Context: an optimization exercise on an open-source flow, tuned for small area. The choices shown serve that exercise and are no tape-out recipe. Only simulation tests tie the RTL to the original design; equivalence was not proved. Power figures rest on the tool's default switching activity, not on a simulated workload.

<file path="flow/design.v">
`timescale 1ns/1ps
module timer_us
    (
        input  logic        clk,
        input  logic        rst_n,
        output logic [15:0] time_prev
    );
    localparam logic [4:0] PRE_FIRST = 5'b01100;    
    localparam logic [4:0] PRE_WRAP  = 5'b00110;    
    logic [4:0]  tm_pre;
    logic [16:0] tm_us;
    wire pre_last = ~tm_pre[4] & ~tm_pre[2] & ~tm_pre[0];
    wire pre_wrap = ~tm_pre[3] & ~tm_pre[0];
    wire tm_wrap  = tm_us[16] & tm_us[15] & tm_us[12] & tm_us[11] & tm_us[8] &
                    tm_us[7] & tm_us[4] & tm_us[3] & tm_us[0] & pre_wrap;
    always_ff @(posedge clk, negedge rst_n) begin
        if (!rst_n) begin
            tm_pre <= PRE_WRAP;
            tm_us  <= 17'd104857;
        end
        else if (tm_wrap) begin
            tm_pre <= PRE_FIRST;
            tm_us  <= 17'd0;
        end
        else if (pre_last) begin
            tm_pre <= PRE_FIRST;
            tm_us  <= tm_us + 17'd1;
        end
        else begin
            tm_pre <= {tm_pre[3:0], tm_pre[4] ^ tm_pre[2]};
        end
    end
    assign time_prev = tm_us[15:0];
endmodule
`timescale 1ns/1ps
module dvs_ravens
    (
        input  logic        clk,
        input  logic        rst_n,
        input  logic [9:0]  aer,
        input  logic        xsel,
        input  logic        req,
        output logic        ack,
        output logic [31:0] ravens_pkt
    );
    logic [15:0] time_prev;
    timer_us TIMER (
        .clk(clk),
        .rst_n(rst_n),
        .time_prev(time_prev)
    );
    logic       req_m, req_s;
    logic       xsel_m, xsel_s;
    logic [9:0] aer_m, aer_s;
    always_ff @(posedge clk, negedge rst_n) begin
        if (!rst_n) begin
            req_m <= 1'b0;
            req_s <= 1'b0;
        end
        else begin
            req_m <= req;
            req_s <= req_m;
        end
    end
    always_ff @(posedge clk) begin
        xsel_m <= xsel;
        xsel_s <= xsel_m;
        aer_m  <= aer;
        aer_s  <= aer_m;
    end
    logic [1:0] rx_st;
    wire rx_samp = (rx_st == 2'd1) | ((rx_st == 2'd0) & req_s & xsel_s);
    always_ff @(posedge clk, negedge rst_n) begin
        if (!rst_n) begin
            rx_st <= 2'd0;
        end
        else begin
            case (rx_st)
                2'd0: rx_st <= req_s ? (xsel_s ? 2'd2 : 2'd1) : 2'd0;
                2'd1: rx_st <= 2'd2;
                2'd2: rx_st <= 2'd3;
                2'd3: rx_st <= req_s ? 2'd3 : 2'd0;
            endcase
        end
    end
    assign ack = rx_st[1];
    logic ev_new;
    wire  row_tcap = (rx_st == 2'd2) & ~ev_new;
    logic       row_yok;
    logic [6:0] row_y;
    logic [15:0] row_ts;
    always_ff @(posedge clk, negedge rst_n) begin
        if (!rst_n) begin
            row_yok  <= 1'b1;
            row_y    <= 7'd0;
        end
        else begin
            if (rx_samp & ~xsel_s) begin
                row_yok <= (aer_s[8:0] < 9'd100);
                row_y   <= aer_s[6:0] * 7'd45;
            end
        end
    end
    always_ff @(posedge clk, negedge rst_n) begin
        if (!rst_n) begin
            row_ts <= 16'd0;
        end
        else if (row_tcap) begin
            row_ts <= time_prev;
        end
    end
    wire       ev_ok  = aer_s[0] & (aer_s[9:1] < 9'd100) & row_yok;
    wire [7:0] ev_idx = {aer_s[8:2] + row_y, aer_s[1]};
    logic [7:0]  ev_idx_q;
    logic [15:0] ev_ts_q;
    logic        ev_unf;
    always_ff @(posedge clk) begin
        if (rx_samp & xsel_s) begin
            ev_idx_q <= ev_idx;
            ev_ts_q  <= row_ts;
        end
    end
    logic ev_done, wr_en;
    logic [1:0]  wp, rp, cur_ptr;
    logic [23:0] slot0, slot1, slot2, slot3;    
    logic [1:0] rd_st;
    logic       new_spike;
    logic [2:0] tx_st;
    wire full     = (wp + 2'd1 == rp);
    wire empty    = (wp == rp);
    wire wr_req   = ev_unf & ~ev_done;
    wire wr_grant = wr_req & ~full;
    wire rdy      = (tx_st == 3'd0) | (tx_st == 3'd1);
    wire rd_grant = rdy & ~wr_req & ~empty;
    wire [1:0] wr_slot = wp + {1'b0, wr_en & ~full};
    always_ff @(posedge clk, negedge rst_n) begin
        if (!rst_n) begin
            ev_new  <= 1'b0;
            ev_unf  <= 1'b0;
            ev_done <= 1'b1;
            wr_en   <= 1'b0;
            wp      <= 2'd0;
            rp      <= 2'd0;
            rd_st   <= 2'd0;
        end
        else begin
            ev_new <= rx_samp & xsel_s;
            if (rx_samp & xsel_s) ev_unf <= ev_ok;
            if (ev_new) ev_done <= 1'b0;
            else if (wr_grant) ev_done <= 1'b1;
            wr_en <= wr_grant;
            if (wr_en & ~full) wp <= wp + 2'd1;
            if (rd_st == 2'd1 && !empty) rp <= rp + 2'd1;
            case (rd_st)
                2'd0: rd_st <= rd_grant ? 2'd1 : 2'd0;
                2'd1: rd_st <= 2'd2;
                default: rd_st <= 2'd0;
            endcase
        end
    end
    wire [1:0] rp_next  = rp + {1'b0, rd_st == 2'd1 && !empty};
    wire       wr_keep  = (wr_slot + 2'd1 != rp_next);
    wire slot_we = wr_grant & wr_keep;
    always_ff @(posedge clk) begin
        if (slot_we && wr_slot == 2'd0) slot0 <= {ev_idx_q, ev_ts_q};
        if (slot_we && wr_slot == 2'd1) slot1 <= {ev_idx_q, ev_ts_q};
        if (slot_we && wr_slot == 2'd2) slot2 <= {ev_idx_q, ev_ts_q};
        if (slot_we && wr_slot == 2'd3) slot3 <= {ev_idx_q, ev_ts_q};
        if (rd_st == 2'd2) cur_ptr <= rp - 2'd1;
    end
    logic [23:0] cur_ev;
    always_comb begin
        case (cur_ptr)
            2'd0: cur_ev = slot0;
            2'd1: cur_ev = slot1;
            2'd2: cur_ev = slot2;
            default: cur_ev = slot3;
        endcase
    end
    wire [15:0] sp_ts  = cur_ev[15:0];
    wire [7:0]  sp_idx = cur_ev[23:16];
    localparam TX_WAIT_NEW = 3'd0, TX_WAIT_NEXT = 3'd1, TX_START = 3'd2, TX_RUN = 3'd3, TX_SPIKE = 3'd4;
    logic [15:0] base;
    logic [3:0]  step;
    wire [8:0] step25 = {1'b0, step, 4'b0} + {2'b0, step, 3'b0} + {5'b0, step};
    wire [9:0] seg_lo = {1'b0, base[8:0]} + {1'b0, step25};
    wire       seg_wrap = (&base[15:9]) & seg_lo[9];
    wire [15:0] f_x = (tx_st == TX_WAIT_NEW) ? time_prev : base;
    wire [16:0] f = {1'b0, sp_ts} + {1'b0, ~f_x};
    wire        e_pos = seg_wrap | f[16];
    wire        e_big = (seg_wrap & f[16]) | (f[15:8] != 8'd0);
    logic [3:0] qe;
    always_comb begin
        if (e_big || f[7:0] >= 8'd225) qe = 4'd9;
        else if (f[7:0] >= 8'd200) qe = 4'd8;
        else if (f[7:0] >= 8'd175) qe = 4'd7;
        else if (f[7:0] >= 8'd150) qe = 4'd6;
        else if (f[7:0] >= 8'd125) qe = 4'd5;
        else if (f[7:0] >= 8'd100) qe = 4'd4;
        else if (f[7:0] >= 8'd75)  qe = 4'd3;
        else if (f[7:0] >= 8'd50)  qe = 4'd2;
        else if (f[7:0] >= 8'd25)  qe = 4'd1;
        else qe = 4'd0;
    end
    wire later   = e_pos & (qe >= step);
    wire capped  = (qe == 4'd9);
    wire new_sim = later & capped;
    wire        ts_near = f[16] | (f[15:0] >= 16'd65286);
    always_ff @(posedge clk, negedge rst_n) begin
        if (!rst_n) begin
            tx_st <= TX_WAIT_NEW;
        end
        else begin
            case (tx_st)
                TX_WAIT_NEW:  tx_st <= (new_spike & ts_near) ? TX_START : TX_WAIT_NEW;
                TX_WAIT_NEXT: tx_st <= new_spike ? (later ? TX_RUN : TX_SPIKE) : TX_WAIT_NEXT;
                TX_START:     tx_st <= TX_SPIKE;
                TX_RUN:       tx_st <= new_sim ? TX_WAIT_NEW : TX_SPIKE;
                TX_SPIKE:     tx_st <= TX_WAIT_NEXT;
                default:      tx_st <= TX_WAIT_NEW;
            endcase
        end
    end
    always_ff @(posedge clk, negedge rst_n) begin
        if (!rst_n) begin
            new_spike <= 1'b0;
        end
        else if (rd_st == 2'd2) begin
            new_spike <= 1'b1;
        end
        else if (tx_st == TX_SPIKE) begin
            new_spike <= 1'b0;
        end
    end
    always_ff @(posedge clk) begin
        if (tx_st == TX_RUN) begin
            if (later) step <= capped ? 4'd15 : qe + 4'd1;
        end
        else if (tx_st == TX_START) begin
            base <= sp_ts;
            step <= 4'd0;
        end
    end
    logic [1:0] pkt_hdr;
    logic [7:0] pkt_idx;
    always_ff @(posedge clk, negedge rst_n) begin
        if (!rst_n) begin
            pkt_hdr <= 2'b00;
            pkt_idx <= 8'd0;
        end
        else begin
            case (tx_st)
                TX_SPIKE: begin pkt_hdr <= 2'b00; pkt_idx <= sp_idx; end
                TX_RUN:   begin pkt_hdr <= 2'b01; pkt_idx <= 8'd0; end
                TX_START: begin pkt_hdr <= 2'b10; pkt_idx <= 8'd0; end
                default: ;
            endcase
        end
    end
    assign ravens_pkt = {1'b0, pkt_hdr, 16'd0, pkt_idx, 5'd0};
endmodule
</file>
<file path="flow/flow/run.sh">
#!/bin/bash
# Standard ORFS layout (the standard.sh), with changes to how it is
# made: CTS without dummy loads, the smallest buffer on the ports, and one
# tie cell for the constant outputs.
set -euo pipefail
CTS="-sink_clustering_enable -repair_clock_nets -dont_use_dummy_load -buf_list sky130_fd_sc_hd__clkbuf_8 -sink_clustering_size 16 -sink_clustering_max_diameter 80"
bash standard.sh finish "CTS_ARGS=$CTS" "BUFFER_PORTS_ARGS=-buffer_cell sky130_fd_sc_hd__buf_1" "SKIP_REPAIR_TIE_FANOUT=1" "REMOVE_ABC_BUFFERS=1" > standard.log 2>&1
</file>
<file path="flow/standard.sh">
#!/bin/bash
# synth_recipe.tcl (not shown) runs the flow's synth.tcl, then flattens the netlist and writes it again
# the make line also repeats each setting of config.mk as NAME=value (left out here)
make -C /OpenROAD-flow-scripts/flow DESIGN_CONFIG=/design/flow/config.mk WORK_HOME=/design/flow/orfs CLKGATE_MAP_FILE= SYNTH_SCRIPT=/design/flow/synth_recipe.tcl "${@:-finish}"
</file>
<file path="flow/config.mk">
export PLATFORM = sky130hd
export DESIGN_NAME = dvs_ravens
export DESIGN_NICKNAME = dvs_ravens
export VERILOG_FILES = /design/flow/design.v
export SDC_FILE = /design/flow/constraint.sdc
export NUM_CORES = 4
export LEC_CHECK = 0
export CAP_MARGIN = 20
export CORE_MARGIN = 2
export CORE_UTILIZATION = 75
export PLACE_DENSITY = 0.85
export SLEW_MARGIN = 20
</file>
<file path="flow/constraint.sdc">
create_clock -name core_clock -period 24.0 [get_ports {clk}]
set_input_delay 4.8000 -clock core_clock [delete_from_list [all_inputs] [get_ports {clk}]]
set_output_delay 4.8000 -clock core_clock [all_outputs]
set_load 0.01 [all_outputs]
</file>
==> results of run 1 <==
layout make-up:
class | instances | area (µm²) | area share [%]
well taps | 184 | 230 | 2.03
flip-flops and latches | 238 | 6570 | 57.9
multi-input cells | 506 | 4040 | 35.6
clock buffers | 18 | 248 | 2.18
inverters | 25 | 93.8 | 0.827
repair buffers | 34 | 169 | 1.49
power groups by stage:
stage / combinational [mW] / clock (mW) / sequential (mW)
3_3_place_gp: 0.566 / 0 / 0.546
6_report: 0.601 / 0.181 / 0.543
2_1_floorplan: 0.455 / 0 / 0.549
3_5_place_dp: 0.592 / 0 / 0.551
5_1_grt: 0.667 / 0.198 / 0.550
4_1_cts: 0.595 / 0.185 / 0.543
state kept, by name (all words and copies together), names as in the netlist, 3 cells and up:
name / cells
TIMER.tm_pre: 5
slot3: 24
slot2: 24
tx_st: 3
pkt_idx: 8
step: 4
base: 16
aer_s: 10
row_y: 7
ev_idx_q: 8
ev_ts_q: 16
row_ts: 16
slot0: 24
TIMER.tm_us: 17
slot1: 24
aer_m: 10
metrics by stage:
step | worst slack, ps | power (mW) | hold WS, ps | instance area (µm²) | instances
after floorplan | 17470 | 1.00 | 310 | 10700 | 769
after global placement | 18310 | 1.11 | 310 | 11100 | 987
after detailed placement | 18160 | 1.14 | 312 | 11100 | 987
after CTS | 17980 | 1.32 | 333 | 11300 | 1005
after global routing | 17650 | 1.42 | 341 | 11300 | 1005
final | 18010 | 1.32 | 333 | 11300 | 1005
final timing paths:
| check | slack, ps | startpoint | endpoint |
|---|---|---|---|
| setup / recovery | 18010 | rx_st[1]$_DFF_PN0_ | ack |
| hold / removal | 330 | aer_m[2]$_DFF_P_ | aer_s[2]$_DFF_P_ |
| setup reg to reg | 18080 | cur_ptr[0]$_DFFE_PP_ | step[2]$_SDFFCE_PP0P_ |
| hold reg to reg | 330 | aer_m[2]$_DFF_P_ | aer_s[2]$_DFF_P_ |
| max in group asynchronous | 18940 | rst_n | TIMER.tm_us[9]$_DFFE_PN0P_ |
| min in group asynchronous | 4390 | rst_n | row_y[1]$_DFFE_PN0P_ |
routing by layer:
metal	part of all wire [%]	vias up	wire [µm]	GRT usage [%]
met2	48	219	9820	44.3
met5	0	-	0	1.96
met3	5.7	41	1150	3.91
met4	3.0	0	609	8.43
li1	-	2947	-	-
met1	43	3166	8790	38.1
cells by family (layout without fill, tap and decap cells):
logic type | count (synthesis) | after routing | synth area share [%]
other | 1 | 1 | 0.0342
multiplexers | 59 | 59 | 8.31
adder cells (fa/ha/maj) | 65 | 65 | 8.02
buffers and inverters | 73 | 77 | 3.35
AO/OA/AOI/OAI | 126 | 126 | 7.11
AND/OR/NAND/NOR | 207 | 207 | 9.36
flip-flops | 238 | 238 | 60.0
XOR/XNOR | 48 | 48 | 3.84
cell usage in the layout, fill, tap and decap left out, drive strengths merged, types with 11 or more instances in the layout:
master and instances:
edfxtp 142, nand2 64, dfrtp 61, ha 55, nor2 45, a21oi 45, o21ai 35, buf 34
inv 25, xnor2 24, xor2 24, mux4 24, dfxtp 22, mux2i 19, nor2b 18, clkbuf 18
mux2 16, dfstp 13, nand4 11
==> load_flow_metrics.sql, run 1 <==
INSERT INTO impl_metrics (metric_group, metric, value, unit) VALUES
('min_path', 'hold_path.class', 'flip-flop to flip-flop', ''),
('place', 'gp_congestion', '0.933', ''),
('global_routing', 'wire_length_of_the_first_global_routing_pass', '33.1', 'mm'),
('layout', 'final_util', '78.7', '%'),
('cts', 'ctsHtreeMaxLevel', '1', ''),
('global_routing', 'grt_start_max_net_pins', '75', ''),
('power', 'switching_fraction', '38.3', '%'),
('sta', 'tightest_slew', '939', 'ps'),
('logic_synthesis', 'syn-cell-area', '11000', 'µm²'),
('critical_path', 'critPathSlowestCell', 'dfrtp_1', ''),
('sta', 'slew_headroom', '37.4', '%'),
('cts', 'clkSlewWorstSetupHoldPaths', '90', 'ps'),
('die', 'die-area', '15600', 'µm²'),
('detailed_routing', 'drc', '0', ''),
('logic_synthesis', 'synth.avg_cell_area', '13.4', 'µm²'),
('detailed_routing', 'routed_wire_length_per_instance', '20.3', 'µm'),
('detailed_routing', 'detail_route.first_pass.iterations', '5', ''),
('critical_path', 'largest_incremental_delay_on_the_critical_path', '480', 'ps'),
('logic_synthesis', 'post-synth-top-count-cell', 'edfxtp_1', ''),
('detailed_routing', 'avgViaCountPerCell', '6.34', ''),
('power', 'ir_drop', '0.0779', 'mV'),
('layout', 'areaGrowthSynthToFinish', '3.57', '%'),
('sta', 'maxClockFrequency', '167', 'MHz'),
('logic_synthesis', 'synth_largest_area_cell', 'edfxtp_1', ''),
('layout', 'layout-drive-gt1-share', '11.2', '%'),
('layout', 'antenna-diode-count', '0', ''),
('logic_synthesis', 'post_synth_main_area_contributors', 'edfxtp_1, dfrtp_1, ha_1, mux4_2, dfxtp_1', ''),
('cts', 'clockRootBuffer', 'clkbuf_8', ''),
('sta', 'finalCritPeriodShare', '24.9', '%'),
('power', 'total_leakage_power', '4.38', 'nW'),
('critical_path', 'critPathMaxFanout', '7', ''),
('critical_path', 'critical_path_depth', '1', ''),
('cts', 'tritoncts', 'yes', ''),
('status', 'outcome', 'complete, no violations', ''),
('sta', 'slew_limit_fails', '0', ''),
('power', 'seqPwrFrac', '41.0', '%'),
('die', 'die_w', '125', 'µm'),
('power', 'pwr-share-comb', '45.3', '%'),
('power', 'power.density_cell_area', '117', 'nW/µm²'),
('cts', 'insertion_delay', '530', 'ps'),
('die', 'top_level_ports', '47', ''),
('global_routing', 'first_global_vias', '6535', ''),
('power', 'power_switching', '0.507', 'mW'),
('cts', 'tritoncts.num_buffers', '18', ''),
('sta', 'finalHoldViolations', '0', ''),
('global_routing', 'grt_antenna_before_repair', '0', ''),
('global_routing', 'global_route.overflow_total', '0', ''),
('logic_synthesis', 'netlist.area_leader.share', '38.9', '%'),
('logic_synthesis', 'synth_edf_count', '142', ''),
('critical_path', 'cp-end-kind', 'output port', ''),
('sta', 'totalNegativeSetupSlack', '0', 'ps'),
('detailed_routing', 'drt_first_iter_violations', '559', ''),
('min_path', 'worst_hold_path.num_cells', '0', ''),
('logic_synthesis', 'synth-main-ff-cell', 'edfxtp_1', ''),
('logic_synthesis', 'synth_seq_cells', '238', ''),
('logic_synthesis', 'synth_common_cells', 'edfxtp_1, nand2_1, dfrtp_1', ''),
('sta', 'setup_viol', '0', ''),
('sta', 'final_period_minus_worst_setup_slack', '5990', 'ps'),
('sta', 'rsz0062_at_grt', 'false', ''),
('critical_path', 'timing_worst_setup_path_type', 'flip-flop to output port', ''),
('logic_synthesis', 'yosysWarningCount', '2', ''),
('place', 'buffer_ports.inserted', '24', ''),
('critical_path', 'rr_worst_depth', '20', ''),
('critical_path', 'path_cells', 'buf_1', ''),
('detailed_routing', 'routed-via-count', '6373', ''),
('critical_path', 'crit_required', '19200', 'ps'),
('logic_synthesis', 'synth_cell_types', '63', ''),
('cts', 'cts_max_path_buffers', '3', ''),
('critical_path', 'launching_element_type_of_the_critical_path', 'flip-flop', ''),
('cts', 'cts_num_sinks', '238', ''),
('critical_path', 'worst-endpoint-arrival', '1190', 'ps');
==> run 2, diff against run 1 <==
--- a/flow/config.mk
+++ b/flow/config.mk
@@ -7,6 +7,6 @@
 export LEC_CHECK = 0
 export CAP_MARGIN = 20
 export CORE_MARGIN = 2
-export CORE_UTILIZATION = 75
-export PLACE_DENSITY = 0.85
+export CORE_UTILIZATION = 45
+export PLACE_DENSITY = 0.6
 export SLEW_MARGIN = 20
==> load_flow_metrics.sql, run 2 <==
INSERT INTO impl_metrics (metric_group, metric, value, unit) VALUES
('die', 'core', '24100', 'µm²'),
('place', 'gp_congestion', '0.881', ''),
('detailed_routing', 'routed_wire_length_per_instance', '18.1', 'µm'),
('detailed_routing', 'antenna_left', '0', ''),
('cts', 'tritoncts.num_buffers', '19', ''),
('sta', 'slew_headroom', '37.5', '%'),
('layout', 'nFillCells', '2162', ''),
('power', 'ir_drop', '0.0567', 'mV'),
('global_routing', 'first_global_vias', '6436', ''),
('critical_path', 'crit_required', '19200', 'ps'),
('cts', 'post-cts-setup-buffers', '0', ''),
('global_routing', 'grt_antenna_before_repair', '1', ''),
('critical_path', 'path_cells', 'buf_1', ''),
('detailed_routing', 'drc', '0', ''),
('sta', 'slew_limit_fails', '0', ''),
('sta', 'totalNegativeSetupSlack', '0', 'ps'),
('critical_path', 'timing.critical_path.buf_inv', '1', ''),
('die', 'die_w', '160', 'µm'),
('logic_synthesis', 'sequential_to_total_area_share_from_yosys_stat', '60.0', '%'),
('sta', 'rsz0062_at_grt', 'false', ''),
('cts', 'tritoncts', 'yes', ''),
('sta', 'final_period_minus_worst_setup_slack', '6000', 'ps'),
('die', 'initial_core_utilization', '45.5', '%'),
('logic_synthesis', 'yosysWarningCount', '2', ''),
('cts', 'clkSlewWorstSetupHoldPaths', '90', 'ps'),
('logic_synthesis', 'post-synth-top-count-cell', 'edfxtp_1', ''),
('layout', 'layout-drive-gt1-share', '11.4', '%'),
('logic_synthesis', 'largest_family_of_logic_cells_by_synthesized_area', 'simple AND/OR/NAND/NOR gates', ''),
('global_routing', 'met1_usage', '22.0', '%'),
('critical_path', 'critPathSlowestCell', 'dfrtp_1', ''),
('detailed_routing', 'detail_route.first_pass.iterations', '4', ''),
('global_routing', 'grt_use_total', '16.5', '%'),
('layout', 'area_used_by_multi_input_combinational_logic', '4040', 'µm²'),
('status', 'outcome', 'complete, no violations', ''),
('logic_synthesis', 'xor_xnor_portion_of_the_synthesized_cell_area', '3.84', '%'),
('layout', 'most_common_library_cell_in_the_layout_ignoring_fill_and_taps', 'edfxtp_1', ''),
('global_routing', 'grtUsageMet2', '28.6', '%'),
('logic_synthesis', 'synth_largest_area_cell', 'edfxtp_1', ''),
('power', 'total_leakage_power', '4.39', 'nW'),
('sta', 'maxClockFrequency', '167', 'MHz'),
('global_routing', 'grt_most_used_layer', 'met2', ''),
('sta', 'setup_viol', '0', ''),
('critical_path', 'setup.reg_to_reg.worst_slack', '18120', 'ps'),
('cts', 'cts_max_path_buffers', '3', ''),
('die', 'top_level_ports', '47', ''),
('logic_synthesis', 'syn-cell-area', '11000', 'µm²'),
('logic_synthesis', 'synth_fa_ha_area_share', '8.02', '%'),
('layout', 'register_area', '6570', 'µm²'),
('min_path', 'hold_path.class', 'flip-flop to flip-flop', ''),
('cts', 'insertion_delay', '540', 'ps'),
('die', 'die-area', '25600', 'µm²'),
('critical_path', 'critical-path-top-delay-family', 'flip-flops', ''),
('logic_synthesis', 'synth.avg_cell_area', '13.4', 'µm²'),
('critical_path', 'cp-end-kind', 'output port', ''),
('cts', 'ctsHoldBuffers', '0', ''),
('logic_synthesis', 'synth-main-ff-cell', 'edfxtp_1', ''),
('detailed_routing', 'drt_first_iter_violations', '434', ''),
('cts', 'cts.repair.resized', '0', ''),
('global_routing', 'global_route.overflow_total', '0', ''),
('sta', 'skew', '60.4', 'ps'),
('place', 'place.detailed.hpwl', '14.6', 'mm'),
('logic_synthesis', 'synth_cell_types', '63', ''),
('critical_path', 'largest_incremental_delay_on_the_critical_path', '480', 'ps'),
('logic_synthesis', 'post_synth_main_area_contributors', 'edfxtp_1, dfrtp_1, ha_1, mux4_2, dfxtp_1', ''),
('critical_path', 'critPathMaxFanout', '7', ''),
('cts', 'cts_num_sinks', '238', ''),
('detailed_routing', 'routed-via-count', '6179', ''),
('run', 'maxCapViolCount', '0', ''),
('logic_synthesis', 'netlist.area_leader.share', '38.9', '%'),
('place', 'buffer_ports.inserted', '24', ''),
('sta', 'finalHoldViolations', '0', ''),
('sta', 'tightest_slew', '936', 'ps'),
('global_routing', 'grt.met3_usage', '1.77', '%'),
('detailed_routing', 'detail_route.wirelength', '20.7', 'mm'),
('power', 'p_total', '1.33', 'mW'),
('logic_synthesis', 'synth-simple-area-share', '9.36', '%'),
('logic_synthesis', 'complex_gate_fraction_of_the_synthesized_area', '7.11', '%'),
('layout', 'antenna-diode-count', '0', ''),
('die', 'fp-row-count', '57', ''),
('critical_path', 'worst-endpoint-arrival', '1200', 'ps'),
('critical_path', 'timing_worst_setup_path_type', 'flip-flop to output port', ''),
('power', 'power.density_cell_area', '115', 'nW/µm²'),
('global_routing', 'wire_length_of_the_first_global_routing_pass', '33.6', 'mm'),
('cts', 'ctsHtreeMaxLevel', '1', ''),
('layout', 'areaGrowthSynthToFinish', '5.41', '%'),
('logic_synthesis', 'synth_seq_cells', '238', ''),
('logic_synthesis', 'synth_edf_count', '142', ''),
('critical_path', 'launching_element_type_of_the_critical_path', 'flip-flop', ''),
('detailed_routing', 'avgViaCountPerCell', '5.39', ''),
('cts', 'clockRootBuffer', 'clkbuf_8', ''),
('layout', 'final_net_count', '903', ''),
('sta', 'finalCritPeriodShare', '25.0', '%'),
('logic_synthesis', 'synth_common_cells', 'edfxtp_1, nand2_1, dfrtp_1', ''),
('logic_synthesis', 'yosys-mux-area-fraction', '8.31', '%'),
('die', 'die-height', '160', 'µm'),
('global_routing', 'grt_start_max_net_pins', '75', ''),
('logic_synthesis', 'instance_count_of_the_mapped_netlist', '817', ''),
('logic_synthesis', 'share_of_flip_flops_with_an_asynchronous_set_or_reset', '31.1', '%'),
('layout', 'final_cell_mix', 'edfxtp_1, nand2_1, dfrtp_1, ha_1', '');
[run 2: final timing paths]
kind | start | endpoint | cells after the start
max | rx_st[1]$_DFF_PN0_ | ack | 1
min | aer_m[2]$_DFF_P_ | aer_s[2]$_DFF_P_ | 0
max reg2reg | cur_ptr[0]$_DFFE_PP_ | step[0]$_SDFFCE_PP0P_ | 20
min reg2reg | aer_m[2]$_DFF_P_ | aer_s[2]$_DFF_P_ | 0
max in group asynchronous | rst_n | row_ts[0]$_DFFE_PN0P_ | 2
min in group asynchronous | rst_n | TIMER.tm_us[6]$_DFFE_PN0P_ | 2
[run 2: cells by family after synthesis]
family / count (synthesis)
other: 1
AND/OR/NAND/NOR: 207
AO/OA/AOI/OAI: 126
flip-flops: 238
XOR/XNOR: 48
multiplexers: 59
adder cells (fa/ha/maj): 65
buffers and inverters: 73
[run 2: where the power goes]
| part | switching (mW) | internal, mW |
|---|---|---|
| clock | 0.117 | 0.0713 |
| sequential | 0.0465 | 0.497 |
| combinational | 0.345 | 0.252 |
| total | 0.508 | 0.820 |
[run 2: layout make-up]
type | instances | area share [%]
inverter | 25 | 0.812
timing repair buffer | 35 | 1.56
multi-input combinational | 506 | 35.0
tap | 324 | 3.51
clock buffer | 19 | 2.26
sequential | 238 | 56.9
[run 2: metrics by stage]
stage | hold slack, ps | util (%) | cell area, µm² | std cells | setup slack [ps]
3_3_place_gp | 311 | 46.8 | 11300 | 1128 | 18210
6_report | 333 | 47.9 | 11600 | 1147 | 18000
5_1_grt | 337 | 47.9 | 11600 | 1147 | 17760
2_1_floorplan | 310 | - | 10700 | 769 | 17470
4_1_cts | 336 | 47.9 | 11500 | 1147 | 17950
3_5_place_dp | 312 | 46.8 | 11300 | 1128 | 18080
[run 2: metal layers]
metal | routed length [µm] | part of all wire [%] | vias to the layer above
li1 | - | - | 2948
met1 | 9310 | 45 | 3109
met2 | 10100 | 49 | 92
met3 | 716 | 3.5 | 30
met4 | 569 | 2.7 | 0
met5 | 0 | 0 | -
==> run 3, diff against run 2 <==
==> flow/flow/run.sh (replaced) <==
#!/bin/bash
# Standard ORFS layout (the standard.sh, which also runs the standard
# synthesis unchanged), with these changes to how the layout is made:
#  - CTS: clkbuf_8 buffers on sink clusters of at most 16 flip-flops, and no
#    dummy loads;
#  - the ports are buffered with the smallest buffer, buf_1;
#  - one tie cell drives the constant outputs;
#  - the buffers that ABC inserted during synthesis are removed at floorplan
#    (repair_design then buffers what needs it).
# The make output goes to standard.log; each tool's log is under orfs/logs/.
set -euo pipefail
CTS="-sink_clustering_enable -repair_clock_nets -dont_use_dummy_load -buf_list sky130_fd_sc_hd__clkbuf_8 -sink_clustering_size 16 -sink_clustering_max_diameter 80"
bash standard.sh finish "CTS_ARGS=$CTS" "BUFFER_PORTS_ARGS=-buffer_cell sky130_fd_sc_hd__buf_1" "SKIP_REPAIR_TIE_FANOUT=1" "REMOVE_ABC_BUFFERS=1" > standard.log 2>&1
--- a/flow/config.mk
+++ b/flow/config.mk
@@ -7,6 +7,6 @@
 export LEC_CHECK = 0
 export CAP_MARGIN = 20
 export CORE_MARGIN = 2
-export CORE_UTILIZATION = 45
-export PLACE_DENSITY = 0.6
+export CORE_UTILIZATION = 85
+export PLACE_DENSITY = 0.92
 export SLEW_MARGIN = 20
==> load_flow_metrics.sql, run 3 <==
INSERT INTO impl_metrics (metric_group, metric, value, unit) VALUES
('detailed_routing', 'detail_route.wirelength', '27.8', 'mm'),
('power', 'ir_drop', '0.0838', 'mV'),
('critical_path', 'timing_worst_setup_path_type', 'flip-flop to flip-flop', ''),
('place', 'place.detailed.hpwl', '18.0', 'mm'),
('logic_synthesis', 'synth.avg_cell_area', '13.4', 'µm²'),
('layout', 'final_cell_mix', 'edfxtp_1, nand2_1, dfrtp_1, ha_1, nor2_1', ''),
('logic_synthesis', 'yosysWarningCount', '2', ''),
('logic_synthesis', 'largest_family_of_logic_cells_by_synthesized_area', 'simple AND/OR/NAND/NOR gates', ''),
('logic_synthesis', 'synth-main-ff-cell', 'edfxtp_1', ''),
('run', 'maxCapViolCount', '0', ''),
('cts', 'tritoncts', 'yes', ''),
('logic_synthesis', 'xor_xnor_portion_of_the_synthesized_cell_area', '3.84', '%'),
('sta', 'totalNegativeSetupSlack', '0', 'ps'),
('logic_synthesis', 'netlist.area_leader.share', '38.9', '%'),
('logic_synthesis', 'post_synth_main_area_contributors', 'edfxtp_1, dfrtp_1, ha_1, mux4_2, dfxtp_1', ''),
('detailed_routing', 'antenna_left', '0', ''),
('cts', 'ctsHtreeMaxLevel', '1', ''),
('die', 'initial_core_utilization', '86.8', '%'),
('cts', 'post-cts-setup-buffers', '0', ''),
('layout', 'layout-drive-gt1-share', '11.1', '%'),
('logic_synthesis', 'synth_seq_cells', '238', ''),
('logic_synthesis', 'synth_edf_count', '142', ''),
('layout', 'areaGrowthSynthToFinish', '3.43', '%'),
('layout', 'final_net_count', '901', ''),
('min_path', 'holdCritStartpoint', 'aer_m[1]$_DFF_P_', ''),
('cts', 'clkSlewWorstSetupHoldPaths', '100', 'ps'),
('die', 'top_level_ports', '47', ''),
('global_routing', 'grt_start_max_net_pins', '75', ''),
('logic_synthesis', 'share_of_flip_flops_with_an_asynchronous_set_or_reset', '31.1', '%'),
('sta', 'slew_limit_fails', '0', ''),
('sta', 'fin_ws', '17640', 'ps'),
('sta', 'rsz0062_at_grt', 'false', ''),
('critical_path', 'crit_required', '24190', 'ps'),
('place', 'buffer_ports.inserted', '24', ''),
('layout', 'nFillCells', '456', ''),
('detailed_routing', 'drc', '0', ''),
('sta', 'finalHoldViolations', '0', ''),
('power', 'total_leakage_power', '4.38', 'nW'),
('min_path', 'hold_path.class', 'flip-flop to flip-flop', ''),
('logic_synthesis', 'sequential_to_total_area_share_from_yosys_stat', '60.0', '%'),
('global_routing', 'grt_use_total', '41.4', '%'),
('die', 'die-height', '118', 'µm'),
('global_routing', 'global_route.overflow_total', '0', ''),
('logic_synthesis', 'synth_fa_ha_area_share', '8.02', '%'),
('critical_path', 'critPathMaxFanout', '18', ''),
('sta', 'setup_viol', '0', ''),
('detailed_routing', 'routed-via-count', '7334', ''),
('detailed_routing', 'drt_first_iter_violations', '1054', ''),
('logic_synthesis', 'synth_cell_types', '63', ''),
('logic_synthesis', 'synth_largest_area_cell', 'edfxtp_1', ''),
('cts', 'ctsHoldBuffers', '0', ''),
('cts', 'cts_num_sinks', '238', ''),
('critical_path', 'cp-end-kind', 'flip-flop', ''),
('logic_synthesis', 'instance_count_of_the_mapped_netlist', '817', ''),
('sta', 'tightest_slew', '1130', 'ps'),
('detailed_routing', 'avgViaCountPerCell', '7.39', ''),
('cts', 'clockRootBuffer', 'clkbuf_8', ''),
('logic_synthesis', 'yosys-mux-area-fraction', '8.31', '%'),
('global_routing', 'grt_antenna_before_repair', '2', ''),
('sta', 'maxClockFrequency', '157', 'MHz'),
('sta', 'skew', '47.9', 'ps'),
('global_routing', 'first_global_vias', '7497', ''),
('critical_path', 'launching_element_type_of_the_critical_path', 'flip-flop', ''),
('sta', 'final_period_minus_worst_setup_slack', '6360', 'ps'),
('die', 'die-area', '13800', 'µm²'),
('logic_synthesis', 'post-synth-top-count-cell', 'edfxtp_1', ''),
('layout', 'register_area', '6570', 'µm²'),
('critical_path', 'timing.rr.start', 'cur_ptr[0]$_DFFE_PP_', ''),
('logic_synthesis', 'complex_gate_fraction_of_the_synthesized_area', '7.11', '%'),
('layout', 'antenna-diode-count', '0', ''),
('global_routing', 'wire_length_of_the_first_global_routing_pass', '43.0', 'mm'),
('sta', 'finalCritPeriodShare', '26.5', '%'),
('critical_path', 'cp-startpoint', 'cur_ptr[0]$_DFFE_PP_', ''),
('status', 'outcome', 'complete, no violations', ''),
('die', 'die_w', '118', 'µm'),
('place', 'gp_congestion', '0.879', ''),
('cts', 'cts.repair.resized', '0', ''),
('die', 'fp-row-count', '41', ''),
('logic_synthesis', 'synth-simple-area-share', '9.36', '%'),
('power', 'power.density_cell_area', '123', 'nW/µm²'),
('layout', 'most_common_library_cell_in_the_layout_ignoring_fill_and_taps', 'edfxtp_1', ''),
('cts', 'tritoncts.num_buffers', '18', ''),
('cts', 'insertion_delay', '530', 'ps'),
('place', 'pre_cts_slack', '17870', 'ps'),
('logic_synthesis', 'synth_common_cells', 'edfxtp_1, nand2_1, dfrtp_1', ''),
('layout', 'area_used_by_multi_input_combinational_logic', '4040', 'µm²'),
('detailed_routing', 'detail_route.first_pass.iterations', '6', ''),
('die', 'core', '12600', 'µm²'),
('detailed_routing', 'routed_wire_length_per_instance', '28.0', 'µm'),
('sta', 'slew_headroom', '24.5', '%'),
('logic_synthesis', 'syn-cell-area', '11000', 'µm²'),
('critical_path', 'worst-endpoint-arrival', '6550', 'ps'),
('cts', 'cts_max_path_buffers', '3', '');
[run 3: metal layers]
metal	share of wire, %	track usage (%)	vias to the layer above	routed length, µm
met5	0	0	-	0
met4	6.2	19.7	0	1740
met3	11	6.98	173	3020
met2	50	70.3	675	13800
met1	33	52.9	3535	9230
li1	-	-	2951	-
[run 3: worst paths after layout]
kind	to	slack, ps	depth (start not counted)
worst max-delay path	step[0]$_SDFFCE_PP0P_	17640	20
worst min-delay path	aer_s[1]$_DFF_P_	330	0
worst max register to register	step[0]$_SDFFCE_PP0P_	17640	20
worst min register to register	aer_s[1]$_DFF_P_	330	0
max in group asynchronous	row_ts[2]$_DFFE_PN0P_	18930	1
min in group asynchronous	pkt_hdr[1]$_DFFE_PN0P_	4400	1
[run 3: area by class of cell]
class | instances | share of cell area, %
flip-flops and latches | 238 | 58.0
multi-input cells | 506 | 35.6
inverters | 25 | 0.828
well taps | 172 | 1.90
repair buffers | 34 | 1.49
clock buffers | 18 | 2.19
[run 3: cell families after synthesis]
logic type | after synthesis
XOR/XNOR | 48
multiplexers | 59
other | 1
adder cells (fa/ha/maj) | 65
AO/OA/AOI/OAI | 126
buffers and inverters | 73
AND/OR/NAND/NOR | 207
flip-flops | 238
[run 3: critical path, cell delays in order, from the launching register on]
cell and delay (ps):
edfxtp_1 610, buf_4 440, mux4_2 610, ha_1 280, fa_1 430, a211oi_2 390, nor2_1 130, xor2_1 250
o311ai_0 700, o21ai_0 190, a22o_1 230, a221o_1 340, nand2_1 140, inv_1 60, ha_1 260, nand2b_1 90
a21o_1 100, a21o_1 100, a21oi_1 60, a21o_1 200, a21oi_1 380
[run 3: through the flow]
step,instances,util (%),total power [mW],hold slack [ps],area (µm²)
floorplan,769,-,1.00,310,10700
global placement,975,87.8,1.11,310,11100
detailed placement,975,87.8,1.17,312,11100
CTS,993,89.8,1.37,332,11300
global route,993,89.8,1.46,339,11300
finish,993,89.8,1.40,333,11300
[run 3: power breakdown]
part           switching, mW  internal, mW
Clock                  0.121        0.0680
Combinational          0.391         0.258
Sequential            0.0622         0.497
==> run 4, diff against run 3 <==
--- a/flow/config.mk
+++ b/flow/config.mk
@@ -7,6 +7,6 @@
 export LEC_CHECK = 0
 export CAP_MARGIN = 20
 export CORE_MARGIN = 2
-export CORE_UTILIZATION = 85
-export PLACE_DENSITY = 0.92
+export CORE_UTILIZATION = 75
+export PLACE_DENSITY = 0.85
 export SLEW_MARGIN = 20
==> load_flow_metrics.sql, run 4 <==
INSERT INTO impl_metrics (metric_group, metric, value, unit) VALUES
('cts', 'tritoncts.num_buffers', '18', ''),
('layout', 'layout-drive-gt1-share', '11.2', '%'),
('run', 'maxCapViolCount', '0', ''),
('place', 'numPlacedInstances', '987', ''),
('critical_path', 'setup.reg_to_reg.worst_slack', '18080', 'ps'),
('layout', 'nFillCells', '822', ''),
('detailed_routing', 'detail_route.first_pass.iterations', '5', ''),
('place', 'area_of_placed_instances', '11100', 'µm²'),
('logic_synthesis', 'synth-main-ff-cell', 'edfxtp_1', ''),
('logic_synthesis', 'share_of_flip_flops_with_an_asynchronous_set_or_reset', '31.1', '%'),
('sta', 'rsz0062_at_grt', 'false', ''),
('die', 'die-area', '15600', 'µm²'),
('sta', 'tightest_slew', '939', 'ps'),
('detailed_routing', 'drt_first_iter_violations', '559', ''),
('detailed_routing', 'routed-via-count', '6373', ''),
('sta', 'slew_headroom', '37.4', '%'),
('power', 'p_total', '1.32', 'mW'),
('layout', 'final_cell_mix', 'edfxtp_1, nand2_1, dfrtp_1, ha_1, nor2_1', ''),
('logic_synthesis', 'synth_cell_types', '63', ''),
('sta', 'setup_viol', '0', ''),
('logic_synthesis', 'synth_largest_area_cell', 'edfxtp_1', ''),
('global_routing', 'global_route.overflow_total', '0', ''),
('die', 'core', '14400', 'µm²'),
('critical_path', 'crit_required', '19200', 'ps'),
('logic_synthesis', 'syn-cell-area', '11000', 'µm²'),
('min_path', 'worst_hold_path.endpoint', 'aer_s[2]$_DFF_P_', ''),
('critical_path', 'worst-endpoint-arrival', '1190', 'ps'),
('critical_path', 'rr_worst_depth', '20', ''),
('detailed_routing', 'avgViaCountPerCell', '6.34', ''),
('power', 'pwr-share-comb', '45.3', '%'),
('detailed_routing', 'antenna_left', '0', ''),
('critical_path', 'critical-path-top-delay-family', 'flip-flops', ''),
('global_routing', 'grt_antenna_before_repair', '0', ''),
('logic_synthesis', 'netlist.area_leader.share', '38.9', '%'),
('power', 'total_leakage_power', '4.38', 'nW'),
('sta', 'maxClockFrequency', '167', 'MHz'),
('layout', 'fin_cells', '1005', ''),
('cts', 'cts.repair.resized', '0', ''),
('place', 'gp_congestion', '0.933', ''),
('critical_path', 'timing.rr.start', 'cur_ptr[0]$_DFFE_PP_', ''),
('cts', 'insertion_delay', '530', 'ps'),
('global_routing', 'first_global_vias', '6535', ''),
('critical_path', 'rr_endpoint', 'step[2]$_SDFFCE_PP0P_', ''),
('min_path', 'worst_hold_path.num_cells', '0', ''),
('sta', 'slew_limit_fails', '0', ''),
('layout', 'antenna-diode-count', '0', ''),
('layout', 'final_net_count', '901', ''),
('cts', 'clockRootBuffer', 'clkbuf_8', ''),
('global_routing', 'wire_length_of_the_first_global_routing_pass', '33.1', 'mm'),
('critical_path', 'timing_worst_setup_path_type', 'flip-flop to output port', ''),
('detailed_routing', 'detail_route.wirelength', '20.4', 'mm'),
('logic_synthesis', 'post-synth-top-count-cell', 'edfxtp_1', ''),
('critical_path', 'launching_element_type_of_the_critical_path', 'flip-flop', ''),
('cts', 'cts_max_path_buffers', '3', ''),
('logic_synthesis', 'post_synth_main_area_contributors', 'edfxtp_1, dfrtp_1, ha_1, mux4_2, dfxtp_1', ''),
('critical_path', 'timing.critical_path.buf_inv', '1', ''),
('layout', 'final_util', '78.7', '%'),
('layout', 'most_common_library_cell_in_the_layout_ignoring_fill_and_taps', 'edfxtp_1', ''),
('die', 'fp-row-count', '44', ''),
('power', 'ir_drop', '0.0779', 'mV'),
('status', 'outcome', 'complete, no violations', ''),
('power', 'pwr-share-clk', '13.6', '%'),
('cts', 'post-cts-setup-buffers', '0', ''),
('layout', 'final_design_area_no_fill', '11300', 'µm²'),
('cts', 'clkSlewWorstSetupHoldPaths', '90', 'ps'),
('critical_path', 'critPathMaxFanout', '7', ''),
('logic_synthesis', 'sequential_to_total_area_share_from_yosys_stat', '60.0', '%'),
('critical_path', 'path_cells', 'buf_1', ''),
('place', 'place.detailed.hpwl', '14.7', 'mm'),
('die', 'die-height', '125', 'µm'),
('logic_synthesis', 'synth_seq_cells', '238', '');
[run 4: metal layers]
metal | global-route usage [%] | wire (µm) | up-vias
met1 | 38.1 | 8790 | 3166
met2 | 44.3 | 9820 | 219
met4 | 8.43 | 609 | 0
met5 | 1.96 | 0 | -
li1 | - | - | 2947
met3 | 3.91 | 1150 | 41
[run 4: area by class of cell]
type                    instances  area [µm²]  area share [%]
flip-flops and latches        238        6570            57.9
well taps                     184         230            2.03
clock buffers                  18         248            2.18
repair buffers                 34         169            1.49
inverters                      25        93.8           0.827
multi-input cells             506        4040            35.6
[run 4: worst max-delay path by stage]
stage	start	to	depth (start not counted)
after CTS	rx_st[1]$_DFF_PN0_	ack	1
after global placement	rst_n	TIMER.tm_us[9]$_DFFE_PN0P_	1
after detailed placement	cur_ptr[0]$_DFFE_PP_	step[3]$_SDFFCE_PP0P_	20
final	rx_st[1]$_DFF_PN0_	ack	1
after global routing	cur_ptr[0]$_DFFE_PP_	step[2]$_SDFFCE_PP0P_	20
after floorplan	tx_st[2]$_DFF_PN0_	step[0]$_SDFFCE_PP0P_	18
[run 4: power by group through the flow]
stage                     registers [mW]  clock network (mW)  logic [mW]
after floorplan                    0.549                   0       0.455
after global placement             0.546                   0       0.566
after detailed placement           0.551                   0       0.592
after CTS                          0.543               0.185       0.595
after global routing               0.550               0.198       0.667
final                              0.543               0.181       0.601
[run 4: per-stage QoR]
stage | setup slack [ps] | hold WS, ps
after CTS | 17980 | 333
after floorplan | 17470 | 310
after global routing | 17650 | 341
after global placement | 18310 | 310
after detailed placement | 18160 | 312
final | 18010 | 333
[run 4: kinds of logic after synthesis]
kind of cell | after synthesis | synth area share, %
XOR/XNOR | 48 | 3.84
other | 1 | 0.0342
adder cells (fa/ha/maj) | 65 | 8.02
flip-flops | 238 | 60.0
AND/OR/NAND/NOR | 207 | 9.36
buffers and inverters | 73 | 3.35
AO/OA/AOI/OAI | 126 | 7.11
multiplexers | 59 | 8.31

[what the ideal ports hide]
The flow's constraints put no driver on any port. The routed layouts listed below were extracted and timed again, unchanged, in two steps. Step 1 (the two cells are an assumption about what drives the block):
set clk [get_ports {clk}]
set_driving_cell -lib_cell sky130_fd_sc_hd__clkbuf_16 $clk
set_driving_cell -lib_cell sky130_fd_sc_hd__buf_2 [delete_from_list [all_inputs] $clk]
Step 2, shift: input delay + t, output delay - t, t = (earliest + latest rising clock arrival at the registers) / 2. This alone moves slack from input paths to output paths. Slacks: ideal ports / drivers / drivers and shift; pairs: ideal ports / drivers.
| run | shift t [ns] | setup slack, ns | worst register clock-pin slew, ns | worst data-port slew with drivers (ns) |
|---|---|---|---|---|
| run 1 | 0.534 | 18.013 / 17.974 / 18.076 | 0.10 / 0.10 | 0.03 |
| run 2 | 0.547 | 18.002 / 17.961 / 18.115 | 0.10 / 0.10 | 0.03 |
| run 3 | 0.538 | 17.644 / 17.644 / 17.644 | 0.12 / 0.12 | 0.04 |
| run 4 | 0.534 | 18.013 / 17.974 / 18.076 | 0.10 / 0.10 | 0.03 |
After both steps every run listed still meets setup and hold.
